What follows belongs to an exercise in optimizing a design on an open flow for small area; a production flow would make more cautious choices. In this exercise RTL edits were held to simulation tests only and were not proved equivalent to the original. Power is estimated from default activity; no workload was simulated.

==> flow/design.v, too long to show whole: its modules and the start of the top module <==
// module E6_glyph_rom: 755 lines
// module E6_VGA: 371 lines
module E6_VGA (
	input						RST_N					,
	input						CLK						,
	output						VGA_HSYNC				,
	output						VGA_VSYNC				,
	output			[ 7:0]		VGA_R					,
	output			[ 7:0]		VGA_G					,
	output			[ 7:0]		VGA_B					,
	output						VGA_SYNC_N				,
	output						VGA_BLANK_N				,
	input						k						,
	input						k1						,
	input						k2						,
	input						remin					,
	input						rehour					,
	input						key1_N					,
	input						key2_N					,
	input			[ 1:0]		fast					,
	output						LED_hourly				,
	output						LED_alarm				,
	output			[41:0]		DigitalTube_out
);
  // ...
==> flow/flow/run.sh <==
#!/bin/bash
# Layout flow: the standard synthesis, then the combinational logic of its
# netlist is re-mapped with an area-oriented ABC script (registers, their
# names and cell types are kept as the standard synthesis made them), checked
# for equivalence with the standard netlist, and the rest of the standard flow
# (floorplan to finish) lays it out. Each tool's output goes to its own log.
set -uo pipefail
W=$PWD
F=$W/flow
R=$W/orfs/results/${FLOW_PLATFORM}/E6_VGA/base
LIB=$FLOW_HOME/platforms/${FLOW_PLATFORM}/lib/sky130_fd_sc_hd__tt_025C_1v80.lib

YOSYS=yosys
command -v yosys > /dev/null 2>&1 || YOSYS=$FLOW_HOME/../tools/install/yosys/bin/yosys
ABC=yosys-abc
command -v yosys-abc > /dev/null 2>&1 || ABC=$FLOW_HOME/../tools/install/yosys/bin/yosys-abc

# 1. standard synthesis
bash standard.sh synth > $W/log_synth.txt 2>&1 || { echo "standard synthesis failed"; exit 1; }
cp $R/1_2_yosys.v $W/std_1_2_yosys.v

# 2. re-map the combinational logic: several ABC runs with different seeds for
#    its &deepsyn search run side by side; the smallest result that is proven
#    equivalent to the standard netlist is used
export REMAP_IN=$W/std_1_2_yosys.v
export REMAP_LIB=$LIB
export REMAP_TMP=$W
export REMAP_SEQ="$(grep -oE 'sky130_fd_sc_hd__(df|edf|sdf|dl|sdl)[a-z0-9_]*' $REMAP_IN | sort -u | tr '\n' ' ')"
export REMAP_DONTUSE="$(sed -n '/DONT_USE_CELLS += /,/^#/p' $FLOW_HOME/platforms/${FLOW_PLATFORM}/config.mk | grep -oE 'sky130_fd_sc_hd__[a-z0-9_]+' | tr '\n' ' ')"
SEEDS=$(cat $F/remap_seeds 2>/dev/null || echo "1")
DEEP_T=$(cat $F/remap_seconds 2>/dev/null || echo "600")
for S in $SEEDS; do
  sed -e "s/@SEED@/$S/" -e "s/@TIME@/$DEEP_T/" $F/area.abc > $W/area_$S.abc
  REMAP_ABC=$W/area_$S.abc REMAP_OUT=$W/remapped_$S.v $YOSYS -c $F/remap.tcl > $W/log_remap_$S.txt 2>&1 &
done
wait

ok=0
for S in $(for S in $SEEDS; do a=$(grep -s "Chip area" $W/remapped_$S.v.stat | awk '{print $NF}'); [[ -n "$a" ]] && echo "$a $S"; done | sort -g | awk '{print $2}'); do
  echo "seed $S: area $(grep "Chip area" $W/remapped_$S.v.stat | awk '{print $NF}')"
  export REMAP_OUT=$W/remapped_$S.v
  if $YOSYS -c $F/eqcheck.tcl > $W/log_eqcheck_$S.txt 2>&1; then
    $ABC -c "cec -n $W/gold.blif $W/gate.blif" > $W/log_cec_$S.txt 2>&1
    if grep -q "Networks are equivalent" $W/log_cec_$S.txt; then
      ok=1
      break
    fi
  fi
  echo "seed $S: not proven equivalent"
done

if [[ $ok == 1 ]]; then
  echo "re-mapped netlist (seed $S) is equivalent; using it"
  cp $REMAP_OUT $R/1_2_yosys.v
  rm -f $R/1_synth.odb $R/1_synth.sdc
else
  echo "re-mapping failed or not proven equivalent; keeping the standard netlist"
fi

# 3. the rest of the standard flow, with the make settings listed in
#    flow/make_args (one VAR=value per line)
ARGS=()
if [[ -f $F/make_args ]]; then
  while IFS= read -r line; do
    [[ -n "$line" && "${line:0:1}" != "#" ]] && ARGS+=("$line")
  done < $F/make_args
fi
bash standard.sh "${ARGS[@]}" finish > $W/log_finish.txt 2>&1 || { echo "layout failed"; tail -30 $W/log_finish.txt; exit 1; }
echo "done"
==> flow/flow/area.abc <==
strash
dc2
balance -l; resub -K 6 -l; rewrite -l; resub -K 6 -N 2 -l; refactor -l; resub -K 8 -l; balance -l; resub -K 8 -N 2 -l; rewrite -l; resub -K 10 -l; rewrite -z -l; resub -K 10 -N 2 -l; balance -l; resub -K 12 -l; refactor -z -l; resub -K 12 -N 2 -l; rewrite -z -l; balance -l
balance -l; resub -K 6 -l; rewrite -l; resub -K 6 -N 2 -l; refactor -l; resub -K 8 -l; balance -l; resub -K 8 -N 2 -l; rewrite -l; resub -K 10 -l; rewrite -z -l; resub -K 10 -N 2 -l; balance -l; resub -K 12 -l; refactor -z -l; resub -K 12 -N 2 -l; rewrite -z -l; balance -l
&get -n
&deepsyn -T @TIME@ -S @SEED@
&put
dch -f
amap -F 20 -A 40
topo
==> flow/flow/eqcheck.tcl <==
# Check that the re-mapped netlist is equivalent to the standard synthesis
# netlist, registers paired by name (ABC cec on the flattened netlists).
yosys -import
set lib $::env(REMAP_LIB)
set tmp $::env(REMAP_TMP)
foreach {which file} [list gold $::env(REMAP_IN) gate $::env(REMAP_OUT)] {
  design -reset
  read_liberty -overwrite -ignore_miss_func -ignore_miss_data_latch $lib
  read_verilog $file
  hierarchy -top E6_VGA
  flatten
  yosys rename -hide w:* x:* %d
  opt_clean -purge
  async2sync
  dffunmap
  opt_clean -purge
  write_blif -gates $tmp/$which.blif
}
==> flow/flow/make_args <==
BUFFER_PORTS_ARGS=-buffer_cell sky130_fd_sc_hd__buf_1
CTS_ARGS=-sink_clustering_enable -repair_clock_nets -buf_list sky130_fd_sc_hd__clkbuf_8 -sink_clustering_size 15 -sink_clustering_max_diameter 60 -dont_use_dummy_load
==> flow/flow/remap.tcl <==
# Re-map the combinational logic of the standard synthesis netlist with a
# stronger area-oriented ABC script. Registers (their instances, names and
# cell types) are kept exactly as the standard synthesis made them.
# env: REMAP_IN, REMAP_OUT, REMAP_LIB, REMAP_ABC, REMAP_DONTUSE
yosys -import
set lib $::env(REMAP_LIB)
set du {}
foreach c $::env(REMAP_DONTUSE) { lappend du -dont_use $c }
read_liberty -overwrite -ignore_miss_func -ignore_miss_data_latch $lib
read_verilog $::env(REMAP_IN)
hierarchy -top E6_VGA
# keep every sequential cell as an instance
setattr -mod -set keep_hierarchy 1 {*}$::env(REMAP_SEQ)
flatten
opt_clean -purge
select -module E6_VGA
opt -full
abc -liberty $lib {*}$du -script $::env(REMAP_ABC)
opt_clean -purge
hilomap -singleton -hicell sky130_fd_sc_hd__conb_1 HI -locell sky130_fd_sc_hd__conb_1 LO
splitnets
opt_clean -purge
insbuf -buf sky130_fd_sc_hd__buf_4 A X
opt_clean -purge
select -clear
read_liberty -lib -overwrite -ignore_miss_func -ignore_miss_data_latch $lib
tee -o $::env(REMAP_OUT).stat stat -top E6_VGA -liberty $lib
write_verilog -noattr -noexpr -nohex -nodec -selected $::env(REMAP_OUT)
==> flow/flow/remap_seconds <==
5400
==> flow/flow/remap_seeds <==
1 2 3 4 5 6
==> flow/standard.sh <==
#!/bin/bash
# synth_recipe.tcl (not shown) runs the flow's synth.tcl, then flattens the netlist and writes it again
# the make line also repeats each setting of config.mk as NAME=value (left out here)
make -C /OpenROAD-flow-scripts/flow DESIGN_CONFIG=/design/flow/config.mk WORK_HOME=/design/flow/orfs CLKGATE_MAP_FILE= SYNTH_SCRIPT=/design/flow/synth_recipe.tcl "${@:-finish}"
==> flow/config.mk <==
export PLATFORM = sky130hd
export DESIGN_NAME = E6_VGA
export DESIGN_NICKNAME = E6_VGA
export VERILOG_FILES = /design/flow/design.v
export SDC_FILE = /design/flow/constraint.sdc
export NUM_CORES = 8
export LEC_CHECK = 0
export CAP_MARGIN = 20
export CORE_MARGIN = 2
export CORE_UTILIZATION = 40
export GPL_TIMING_DRIVEN = 0
export SLEW_MARGIN = 20
export SYNTH_MEMORY_MAX_BITS = 65536
==> flow/constraint.sdc <==
create_clock -name core_clock -period 12.0 [get_ports {CLK}]
set_input_delay 2.4000 -clock core_clock [delete_from_list [all_inputs] [get_ports {CLK}]]
set_output_delay 2.4000 -clock core_clock [all_outputs]
set_load 0.01 [all_outputs]
==> impl.org, run 1 <==
** CTS
- H-tree Lvls :: 1
- Number of clock sinks seen by CTS :: 236
- Buffers inserted by post-CTS timing repair :: 0

** Setup path
- The cell that appears most often on the critical path is clkinv_1.
- The critical path ends at white.
- Cell with the largest stage delay on the worst path :: o22ai_1
- The critical path in this run is classified as reg2reg.
- Worst reg-to-reg path cell count :: 32

** Layout
- Multi-input gate share of the layout cell area :: 45.4%
- From synthesis to final layout, the design area changed by 10.4%.
- Most frequent cells in the layout :: 295 x nor2_1, 287 x clkinv_1, 201 x dfrtp_1
- Summing all multi-input logic gate instances after layout gives 7040 µm².
- Non-clk invs :: 287
- Area-dominant cell class after layout :: multi-input combinational cells

** Pwr
- Of the total power, the share spent switching nets is 37.6%.
- Total internal power :: 0.00129 W
- Dividing total power by cell area gives a power density of 133 nW/µm².

** Synthesis
- Average footprint of a synthesized cell :: 7.76 µm²
- Post-synthesis cell area :: 14100 µm²
- For this run, the number of Yosys warnings is 1.

** Route
- Total Routed Length :: 52.1 mm
- In the routed design, unresolved DRC markers number 0.
- Average wire length per cell after detail routing :: 21.9 µm

** STA
- Slack of the critical path :: 1.78 ns
- Setup repair after global routing left no endpoint under its margin.
- Measured against its own limit, the worst slew margin works out to 15.8%.
- The number of slew-limit violations in the final report is 0.
- Minimum period implied by the final worst setup slack :: 10.22 ns
- Max Freq :: 97.8 MHz

** GRT
- In the global route stage, met1 resource usage came out at 36.8%.

** Place
- Cell Count Post-Placement :: 2356
- Pre-CTS setup slack :: 2.34 ns

** Outcome
- Status :: finished clean

** Floorplanning
- Floorplan die area :: 36600 µm²
==> run 2, diff against run 1 <==
--- a/flow/flow/run.sh
+++ b/flow/flow/run.sh
@@ -31,5 +31,7 @@
 DEEP_T=$(cat $F/remap_seconds 2>/dev/null || echo "600")
 for S in $SEEDS; do
-  sed -e "s/@SEED@/$S/" -e "s/@TIME@/$DEEP_T/" $F/area.abc > $W/area_$S.abc
+  # a seed is a number and a letter naming the script that prepares the
+  # logic for &deepsyn (flow/area_<letter>.abc)
+  sed -e "s/@SEED@/${S%[a-z]}/" -e "s/@TIME@/$DEEP_T/" $F/area_${S: -1}.abc > $W/area_$S.abc
   REMAP_ABC=$W/area_$S.abc REMAP_OUT=$W/remapped_$S.v $YOSYS -c $F/remap.tcl > $W/log_remap_$S.txt 2>&1 &
 done
==> flow/flow/area_a.abc (new file) <==
strash
dc2
balance -l; resub -K 6 -l; rewrite -l; resub -K 6 -N 2 -l; refactor -l; resub -K 8 -l; balance -l; resub -K 8 -N 2 -l; rewrite -l; resub -K 10 -l; rewrite -z -l; resub -K 10 -N 2 -l; balance -l; resub -K 12 -l; refactor -z -l; resub -K 12 -N 2 -l; rewrite -z -l; balance -l
balance -l; resub -K 6 -l; rewrite -l; resub -K 6 -N 2 -l; refactor -l; resub -K 8 -l; balance -l; resub -K 8 -N 2 -l; rewrite -l; resub -K 10 -l; rewrite -z -l; resub -K 10 -N 2 -l; balance -l; resub -K 12 -l; refactor -z -l; resub -K 12 -N 2 -l; rewrite -z -l; balance -l
&get -n
&deepsyn -T @TIME@ -S @SEED@
&put
dch -f
amap -F 20 -A 40
topo
==> flow/flow/area_b.abc (new file) <==
strash
dch -f
map -a
strash
balance -l; resub -K 6 -l; rewrite -l; resub -K 6 -N 2 -l; refactor -l; resub -K 8 -l; balance -l; resub -K 8 -N 2 -l; rewrite -l; resub -K 10 -l; rewrite -z -l; resub -K 10 -N 2 -l; balance -l; resub -K 12 -l; refactor -z -l; resub -K 12 -N 2 -l; rewrite -z -l; balance -l
&get -n
&deepsyn -T @TIME@ -S @SEED@
&put
dch -f
amap -F 20 -A 40
topo
==> flow/flow/area_c.abc (new file) <==
strash
&get -n
&deepsyn -T @TIME@ -S @SEED@
&put
dch -f
amap -F 20 -A 40
topo
==> flow/flow/remap_seconds (replaced) <==
900
==> flow/flow/remap_seeds (replaced) <==
1a 2a 3a 4a 1b 2b 3b 4b 1c 2c 3c 4c
removed: flow/flow/area.abc
==> run 2 against run 1 <==
First-iteration DRC count shrank 6.3%. Critical path depth is 15 lower. Hold slack worse by 0.011 ns. Sequential power hardly changed. Flip-flop and latch count did not move. Cell area is 0.12% lower. Critical path type is now reg2out. Clock-buffer cell count unchanged. Critical endpoint is now LED_alarm. Non-clock buffer count grew 4. Global-route usage is essentially flat. Clock power fell by 2%. Still clean. Highest routed layer unchanged. Die area is essentially flat. Largest power group unchanged. Sequential share of layout area about the same.
==> impl.org, run 2 <==
** Layout
- Most frequent cells in the layout :: 297 x clkinv_1, 296 x nor2_1, 201 x dfrtp_1
- The largest registers in the layout are tcnt: 23 flops, cc: 21 flops, dcnt: 15 flops.
- The number of antenna diodes in the final layout is 0.
- Share of cells above drive strength 1 :: 3.29%
- Number of flip-flops under the largest register name :: 23
- Synth-to-layout area growth :: 10.3% (about the same)
- Leaving out fill and tap cells, the most frequent cell in the layout is clkinv_1.
- tcnt holds more flip-flops than any other register.
- Nets@finish :: 1930

** STA
- The tightest hold path in the finished design has a slack of 0.360 ns.
- Max Freq :: 124 MHz (+27%)
- Transition time of the tightest slew-check pin :: 1.02 ns
- Max-slew violation count :: 0 (unchanged)
- Of the available clock period, the critical path in the final layout requires 66.9%.
- Final setup violation count :: 0
- Slew margin rel. :: 31.5% (+16 points)
- Final hold viol count :: 0
- The minimum clock period is 8.03 ns (-2.19 ns).
- Across the routed clock network, the largest skew measured is 0.0640 ns.
- Setup repair after global routing left no endpoint under its margin.
- Setup tns final :: 0 ns

** Floorplanning
- Y dimension of the die :: 191 µm
- Die width :: 191 µm
- The region available for standard cell placement spans 34500 µm².
- Pin placement for this block handled 83 I/O pins.
- The die footprint was 36600 µm² (about the same).
- After floorplanning, the core was divided into 68 placement rows.
- For this configuration, the core starts out at a cell density of 40.7%.

** GRT
- Combined global-route utilization of all metal layers :: 28.5%
- Maximum number of pins on one net before global-route repair :: 35
- For this run, global-route usage on met3 was measured as 4.59%.
- After global routing, the most crowded layer is met2.
- For met2 alone, demand over resource in global routing was 47.6%.
- The fraction of met1 tracks used by global routing is 35.7% (-1.1 points).
- The first global-routing pass estimated 80.0 mm of wire.
- The number of global-route vias before repair was 13829.
- Total gr overflow :: 0
- The initial antenna violation count was 0.

** CTS
- Counting along the longest clock path gives a buffer depth of 3.
- The count of buffers added by post-CTS timing repair for setup was 0 (unchanged).
- In this run the clock root is driven by a clkbuf_8.
- Latest clock arrival within the worst-skew pair :: 0.56 ns
- In this run, CTS created clock tree buffers numbering 23.
- Clock-pin slew was measured on the worst setup and hold paths at 0.09 ns.
- Post-CTS repair changed the size of 0 cells.
- Buffers inserted to repair hold after CTS numbered 0.
- H-tree Lvls :: 1 (unchanged)
- Number of clock sinks seen by CTS :: 236 (unchanged)
- Clock tree from TritonCTS :: yes

** Place
- Placed wire-length estimate after detailed placement :: 41.0 mm
- Routability-driven placement congestion ratio :: 1.04
- Buffers added on ports :: 81

** Synthesis
- Average footprint of a synthesized cell :: 7.81 µm² (+0.54%)
- Net count after synthesis :: 1810
- Post-synthesis cell area :: 14000 µm² (about the same)
- YS warnings :: 1 (unchanged)
- Synthesis handed over a netlist of 1799 instances.

** Worst hold path
- The min-delay analysis places its worst path in the category reg2reg.
- The worst hold path passes through 0 cells.
- Startpoint of the tightest hold check path :: tcnt[14]

** Pwr
- The internal power is 0.00130 W (+0.87%).
- Share of total power consumed by net switching :: 36.9% (-0.71 points)
- In this run, the combinational gates consume 28.2% of the power.
- The worst-case IR drop observed on VDD is 0.112 mV.
- The share of total power dissipated in the clock network is 20.5%.
- Switching component of the power :: 0.000758 W
- P per Cell Area :: 133 nW/µm² (-0.14%)
- Summed over all cells, the static leakage comes to 5.66 nW.
- The share of total power dissipated in sequential elements is 51.3%.

** Setup path
- Walking the worst path, the cells encountered are clkinv_1, or4_1, nor4_1, nor2b_1, nand2_1, nor4_1, nor2_1, nor4_1, o22ai_1, a31oi_1, nand2_1, o21ai_0, o21ai_0, or4_1, or3_1, nor4_1, buf_1.
- Cell repeated most along the worst path :: nor4_1
- In this run the worst setup path begins at c_ms[4].
- Max FO, Critical Path :: 5
- Buffers and inverters on the worst path :: 2
- STA classifies the critical path startpoint as a flop.
- Crit-path max cell delay :: 0.72 ns
- Family of cells with the greatest summed delay on the critical path :: simple AND/OR/NAND/NOR gates
- Cell with the largest stage delay on the worst path :: nor4_1
- The cell depth of the worst flop-to-flop path was 21 (-34%).
- Critical path type :: reg2out
- Stages on worst setup path :: 17
- For the worst setup path, the data required time is 9.60 ns.
- Data on the critical path arrives at its endpoint at 5.63 ns.
- STA classifies the critical path endpoint as a primary output.
- R2r startpoint :: vc[4]

** Outcome
- The run finished with no timing, DRC or antenna violations.

** Route
- Dividing the detail-routed via count by the number of cells gives 6.03.
- The per-cell routed wire length was 21.9 µm (about the same).
- Total Routed Length :: 52.0 mm (-0.25%)
- Post-route antenna net violation count :: 0
- Total via count after detailed routing :: 14304
- DRC viols :: 0 (unchanged)
- The pre-antenna-repair detailed-routing pass consisted of 7 iterations.
- For this block, the initial DRC count from the detailed router was 1184.

** Job
- Across the run, the number of max-cap violations was 0.
run 2: power by group through the flow:
stage	logic (W)	clock network (W)	registers [W]
6_report	0.000580	0.000423	0.00105
3_5_place_dp	0.000580	0	0.00107
4_1_cts	0.000582	0.000442	0.00105
5_1_grt	0.000659	0.000472	0.00107
3_3_place_gp	0.000560	0	0.00107
2_1_floorplan	0.000423	0	0.00102
run 2: per-stage QoR:
| stage | instances | total power, W | cell area, µm² | setup slack, ns | utilization, % |
|---|---|---|---|---|---|
| 2_1_floorplan | 1799 | 0.00144 | 14000 | 5.04 | - |
| 3_3_place_gp | 2335 | 0.00163 | 14900 | -2.58 | 43.2 |
| 3_5_place_dp | 2349 | 0.00165 | 15200 | 4.58 | 43.9 |
| 4_1_cts | 2372 | 0.00208 | 15500 | 3.93 | 44.8 |
| 5_1_grt | 2372 | 0.00220 | 15500 | 3.55 | 44.8 |
| 6_report | 2372 | 0.00206 | 15500 | 3.97 | 44.8 |
run 2: cell type report:
class	count	area, µm²
fillers	3555	19100
multi-input cells	1264	6980
flip-flops and latches	236	5970
inverters	297	1110
well taps	455	569
repair buffers	95	533
clock buffers	23	317
plain buffers	2	7.51
run 2: worst paths after layout:
check | endpoint | slack (ns)
min in group asynchronous | w_c2[3] | 1.85
worst min register to register | tcnt[15] | 0.36
worst max register to register | inv | 4.33
max in group asynchronous | en45 | 8.98
worst min-delay path | tcnt[15] | 0.36
worst max-delay path | LED_alarm | 3.97
run 2: metal layers:
| metal | vias up | part of all wire [%] |
|---|---|---|
| met5 | - | 0 |
| met4 | 0 | 5.6 |
| met3 | 162 | 6.4 |
| met2 | 531 | 47 |
| met1 | 6813 | 41 |
| li1 | 6798 | - |

-- afterwards: timing with drivers on the ports --
In the flow no input, the clock included, has a driving cell. The finished layouts below were timed again as built, in two steps. Step 1 assumes that a clkbuf_16 drives the clock port and a buf_2 every other input. Step 2 adds t to the input delays and takes it off the output delays; t is the mean of the earliest and latest rising clock arrival at the registers after step 1. Input paths then give back, and output paths get back, about the clock's delay inside the block. Three values: ideal ports, drivers, drivers and shift; two values: the first two.
| run | t, ns | setup WS [ns] | slew at the worst register clock pin (ns) | pins driven straight from the clock port |
|---|---|---|---|---|
| run 1 | 0.588 | 1.778 / 1.778 / 1.778 | 0.10 / 0.10 | 1 |
| run 2 | 0.576 | 3.967 / 3.919 / 4.332 | 0.10 / 0.10 | 1 |
After both steps every run listed still meets setup and hold.
